Context: an optimization exercise on an open-source flow, tuned for small area, a short achievable clock period and few clock cycles. The choices shown serve that exercise and are no tape-out recipe.
Where RTL was checked, it was by simulation tests only, not by an equivalence proof against the original.

Setup of main:
Design csi_top, start of the top module:
module csi_top (
	input  logic        clk,
	input  logic        rst_n,
	input  logic        start,
	output logic [17:0] sram_addr,
	output logic [15:0] sram_wdata,
	output logic        sram_we_n,
	input  logic [15:0] sram_rdata,
	output logic        done
);
localparam logic [17:0] U_BASE   = 18'd38400;
localparam logic [17:0] V_BASE   = 18'd57600;
localparam logic [17:0] RGB_BASE = 18'd146944;
localparam logic [15:0] C_END    = 16'd38406;
logic        run;
logic        we;        
logic [4:0]  ph;        
logic [15:0] c;         
logic [7:0]  col;       
logic [17:0] wc;        
wire wact = (|c[15:3]) | (c[2] & c[1]);    
logic [7:0]  uh, ul, vh, vl;
logic [7:0]  L [0:10];
wire [7:0] ins  = ph[0] ? (c[0] ? vl : vh) : (c[0] ? ul : uh);
logic      head, t157, t158, t159;    
wire [7:0] tp1 = t159 ? L[6] : L[4];
wire [7:0] tp2 = t159 ? L[6] : (t158 ? L[4] : L[2]);
wire [7:0] tp3 = t159 ? L[6] : (t158 ? L[4] : (t157 ? L[2] : L[0]));
logic [8:0] ia, ib, ic;
wire [7:0] tm1 = L[8];
wire [7:0] tm2 = L[10];
wire [7:0] tp0 = L[6];
logic [8:0] uo, vo;
wire  [16:0] it_s, it_c;
wire it_n1 = ~ia[0];
wire it_n2, it_n3;
csi_ha u_it_n2 (.a(ia[1]), .b(ia[3]), .s(it_n2), .co(it_n3));
wire it_n4, it_n5;
csi_ha u_it_n4 (.a(ia[0]), .b(~ia[5]), .s(it_n4), .co(it_n5));
wire it_n6 = ~(ia[1] ^ ~ia[6]);
  ...
For scale: ~1700 cells after synthesis, roughly 350 flip-flops, ~21000 um^2 of cells after synthesis.
export LEC_CHECK = 0
export CAP_MARGIN = 20
export CORE_MARGIN = 2
export CORE_UTILIZATION = 65
export CTS_CLUSTER_DIAMETER = 70
export CTS_CLUSTER_SIZE = 36
export PLACE_DENSITY = 0.75
export SLEW_MARGIN = 20
export SYNTH_HIERARCHICAL = 1
export SYNTH_MINIMUM_KEEP_SIZE = 0
create_clock -name core_clock -period 17.0 [get_ports {clk}]
standard.sh (not shown) runs the stock make flow with config.mk's settings and CLKGATE_MAP_FILE= SYNTH_SCRIPT=/design/flow/synth_recipe.tcl, a recipe that flattens the netlist after the stock synthesis.
==> flow/flow/run.sh <==
#!/bin/bash
# Standard ORFS layout with buf_2 port buffers and timing repair aimed at a
# 4.3 ns path delay (the constraints stay the design's: 17 ns clock).
set -euo pipefail
bash standard.sh "BUFFER_PORTS_ARGS=-buffer_cell sky130_fd_sc_hd__buf_2" SETUP_SLACK_MARGIN=12.7 finish > flow.log 2>&1
main | stages: all done | timing, DRC, antenna: all pass
Testbench counts of main, summed over its fixed seeds: cycles 2,304,384.
The inputs of the feature branch differ from those of main as listed below.
Settings: a change of CORE_UTILIZATION from 65 to 40; a change of PLACE_DENSITY from 0.75 to 0.6; a deleted CTS_CLUSTER_DIAMETER that had been 70; a deleted CTS_CLUSTER_SIZE that had been 36.
==> notes.md <==
- Compared with main, the feature branch degrades post-DP HPWL.
- Compared to main, the feature branch has sequential cell area share 1.2 points lower.


csi_top, a different RTL version from the one above (not shown whole).
For scale: about 1,700 cells after synthesis, about 340 flip-flops, roughly 55 I/O pins, ~0.021 mm² of cells after synthesis.
make LEC_CHECK=0 CAP_MARGIN=20 CORE_MARGIN=2 CORE_UTILIZATION=40 CTS_BUF_LIST=sky130_fd_sc_hd__clkbuf_4 PLACE_DENSITY=0.6 SLEW_MARGIN=20 SYNTH_HIERARCHICAL=1 SYNTH_MINIMUM_KEEP_SIZE=0 finish   # period 17.0 ns
run.sh (not shown) runs the stock make flow with config.mk's settings and CLKGATE_MAP_FILE= SYNTH_SCRIPT=/design/flow/synth_recipe.tcl, a recipe that flattens the netlist after the stock synthesis.
Stock flow here: none of the scripts above is used.
The baseline completed with no timing, DRC or antenna violations.
Then changed:
==> flow/flow/run.sh (new file) <==
#!/bin/bash
# Standard ORFS layout; the I/O ports get a buf_2 as their port buffer.
set -euo pipefail
bash standard.sh "BUFFER_PORTS_ARGS=-buffer_cell sky130_fd_sc_hd__buf_2" finish > flow.log 2>&1
==> flow/standard.sh (new file) <==
#!/bin/bash
# synth_recipe.tcl (not shown) runs the flow's synth.tcl, then flattens the netlist and writes it again
# the make line also repeats each setting of config.mk as NAME=value (left out here)
make -C /OpenROAD-flow-scripts/flow DESIGN_CONFIG=/design/flow/config.mk WORK_HOME=/design/flow/orfs CLKGATE_MAP_FILE= SYNTH_SCRIPT=/design/flow/synth_recipe.tcl "${@:-finish}"
CTS_BUF_LIST = unset   (was sky130_fd_sc_hd__clkbuf_4)
removed: flow/run.sh
- area after synthesis stays the same
- cell count goes down by 4.0%
- worst hold slack gains 0.031 ns
- design area went down by 1.0%
- clock skew falls by 0.044 ns
- sequential share of layout area increases by 0.37 points
No run of this note included a check of the RTL's function; only the layout flow was run.


Another version of the RTL of csi_top (not shown whole).
For scale: about 1600 cells after synthesis, about 320 flip-flops, ~0.020 mm2 of cells after synthesis.
export LEC_CHECK = 0
export CAP_MARGIN = 20
export CORE_MARGIN = 2
export CORE_UTILIZATION = 65
export CTS_CLUSTER_DIAMETER = 100
export CTS_CLUSTER_SIZE = 30
export PLACE_DENSITY = 0.75
export SLEW_MARGIN = 20
export SYNTH_HIERARCHICAL = 1
export SYNTH_MINIMUM_KEEP_SIZE = 0
create_clock -name core_clock -period 17.0 [get_ports {clk}]
standard.sh (not shown) runs the stock make flow with config.mk's settings and CLKGATE_MAP_FILE= SYNTH_SCRIPT=/design/flow/synth_recipe.tcl, a recipe that flattens the netlist after the stock synthesis.
==> flow/flow/run.sh <==
#!/bin/bash
# Standard ORFS layout with buf_2 port buffers, clock tree options below, and
# timing repair aimed at a 4.3 ns path delay. The constraints stay the design's.
set -euo pipefail
bash standard.sh "BUFFER_PORTS_ARGS=-buffer_cell sky130_fd_sc_hd__buf_2" SETUP_SLACK_MARGIN=12.7 \
  "CTS_ARGS=-sink_clustering_enable -repair_clock_nets -sink_clustering_size 40 -sink_clustering_max_diameter 70 -dont_use_dummy_load" \
  finish > flow.log 2>&1
Testbench counts at the start, summed over its fixed seeds: cycles 2,304,324.
Next try:
==> flow/flow/run.sh (replaced) <==
#!/bin/bash
# Standard ORFS layout with buf_2 port buffers, clock tree options below, and
# timing repair aimed at a 4.3 ns path delay. The constraints stay the design's.
set -euo pipefail
bash standard.sh "BUFFER_PORTS_ARGS=-buffer_cell sky130_fd_sc_hd__buf_2" SETUP_SLACK_MARGIN=12.7 \
  "CTS_ARGS=-sink_clustering_enable -repair_clock_nets -sink_clustering_size 30 -sink_clustering_max_diameter 100 -dont_use_dummy_load -sink_clustering_levels 1" \
  finish > flow.log 2>&1
Settings changed: CAP_MARGIN 20 to 0, SLEW_MARGIN 20 to 0.
Result: Worst setup slack is better by 0.0047 ns. Flip-flop and latch count stays the same. Hold slack is better by 0.052 ns. Cell count is lower slightly. Clock skew is lower by 0.0065 ns. Global-route usage barely changes. Wire length is lower slightly. Non-clock buffer count is lower by 5. Critical path depth does not change.
Next try:
Settings changed: CAP_MARGIN 0 to 20, CORE_UTILIZATION 65 to 75, PLACE_DENSITY 0.75 to 0.85, SLEW_MARGIN 0 to 20.
After rerunning:
- The new run finished clean
- routed wire length came out higher by 4.2%
- worst setup slack got worse by 0.024 ns
- synthesized area is unchanged


== alpha ==
csi_top with an RTL version that a note above also has.
Size: ~55 I/O pins, ~21000 sq um of cells after synthesis.
Design csi_top, start of the top module:
module csi_top (
	input  logic        clk,
	input  logic        rst_n,
	input  logic        start,
	output logic [17:0] sram_addr,
	output logic [15:0] sram_wdata,
	output logic        sram_we_n,
	input  logic [15:0] sram_rdata,
	output logic        done
);
export LEC_CHECK = 0
export CAP_MARGIN = 20
export CORE_MARGIN = 2
export CORE_UTILIZATION = 65
export CTS_CLUSTER_DIAMETER = 100
export CTS_CLUSTER_SIZE = 30
export PLACE_DENSITY = 0.75
export SLEW_MARGIN = 20
export SYNTH_HIERARCHICAL = 1
export SYNTH_MINIMUM_KEEP_SIZE = 0
create_clock -name core_clock -period 17.0 [get_ports {clk}]
==> flow/flow/run.sh <==
#!/bin/bash
# Standard ORFS layout with buf_2 port buffers and timing repair aimed at a
# 4.3 ns path delay (the constraints stay the design's: 17 ns clock).
set -euo pipefail
bash standard.sh "BUFFER_PORTS_ARGS=-buffer_cell sky130_fd_sc_hd__buf_2" SETUP_SLACK_MARGIN=12.8 MATCH_CELL_FOOTPRINT=0 finish > flow.log 2>&1
alpha went all the way through synthesis, placement and routing and the layout is clean on timing, DRC and antenna.
Testbench counts of alpha, summed over its fixed seeds: cycles 2,304,384.
Here is what was changed in the inputs of beta compared with alpha.
==> flow/flow/run.sh <==
#!/bin/bash
# Standard ORFS layout with buf_2 port buffers and timing repair aimed at a
# 4.3 ns path delay (the constraints stay the design's: 17 ns clock).
set -euo pipefail
bash standard.sh "BUFFER_PORTS_ARGS=-buffer_cell sky130_fd_sc_hd__buf_2" SETUP_SLACK_MARGIN=12.7 finish > flow.log 2>&1
--- outcome ---
beta -> alpha: post-synthesis compound-gate area fraction delta 0, exact match
~same average wire length per cell after detail routing in beta and alpha
As far as global-route usage is concerned, alpha and beta perform about the same.
Number of setup buffers added after CTS (higher): alpha
Between alpha and beta, the number of vias per cell after detailed routing figures differ only marginally.
The post-synthesis instance total of beta and that of alpha are within noise of each other.
Of beta and alpha, the higher design area belongs to alpha.
beta against alpha: sequential share of layout area went up by 0.19 points; setup slack held steady.

-- afterwards: timing with drivers on the ports --
In the flow no input, the clock included, has a driving cell. The finished layouts below were timed again as built, in two steps. Step 1 (the two cells are an assumption about what drives the block):
set clk [get_ports {clk}]
set_driving_cell -lib_cell sky130_fd_sc_hd__clkbuf_16 $clk
set_driving_cell -lib_cell sky130_fd_sc_hd__buf_2 [delete_from_list [all_inputs] $clk]
Step 2 also shifts input and output timing later by t, the mid clock arrival at the registers, as if the neighbouring blocks saw the same clock. Three values: ideal, step 1, step 2; two values: the first two.
run | shift t [ns] | setup WS [ns] | clock arrival spread, ns | worst slew at a driven data input, ns
main | 0.603 | 12.499 / 12.447 / 12.743 | 0.046 / 0.046 | 0.03
the feature branch | 0.599 | 12.529 / 12.477 / 12.775 | 0.034 / 0.033 | 0.04
the first run of note 2 | 0.855 | 11.717 / 11.663 / 12.518 | 0.076 / 0.075 | 0.06
the second run of note 2 | 0.613 | 12.389 / 12.333 / 12.569 | 0.032 / 0.032 | 0.06
the first run of note 3 | 0.570 | 12.557 / 12.505 / 12.734 | 0.082 / 0.082 | 0.03
the second run of note 3 | 0.552 | 12.561 / 12.503 / 12.694 | 0.076 / 0.077 | 0.04
the third run of note 3 | 0.540 | 12.537 / 12.487 / 12.712 | 0.053 / 0.053 | 0.03
alpha | 0.570 | 12.526 / 12.473 / 12.809 | 0.041 / 0.041 | 0.03
beta | 0.570 | 12.528 / 12.475 / 12.722 | 0.039 / 0.040 | 0.03
After both steps every run listed still meets setup and hold.
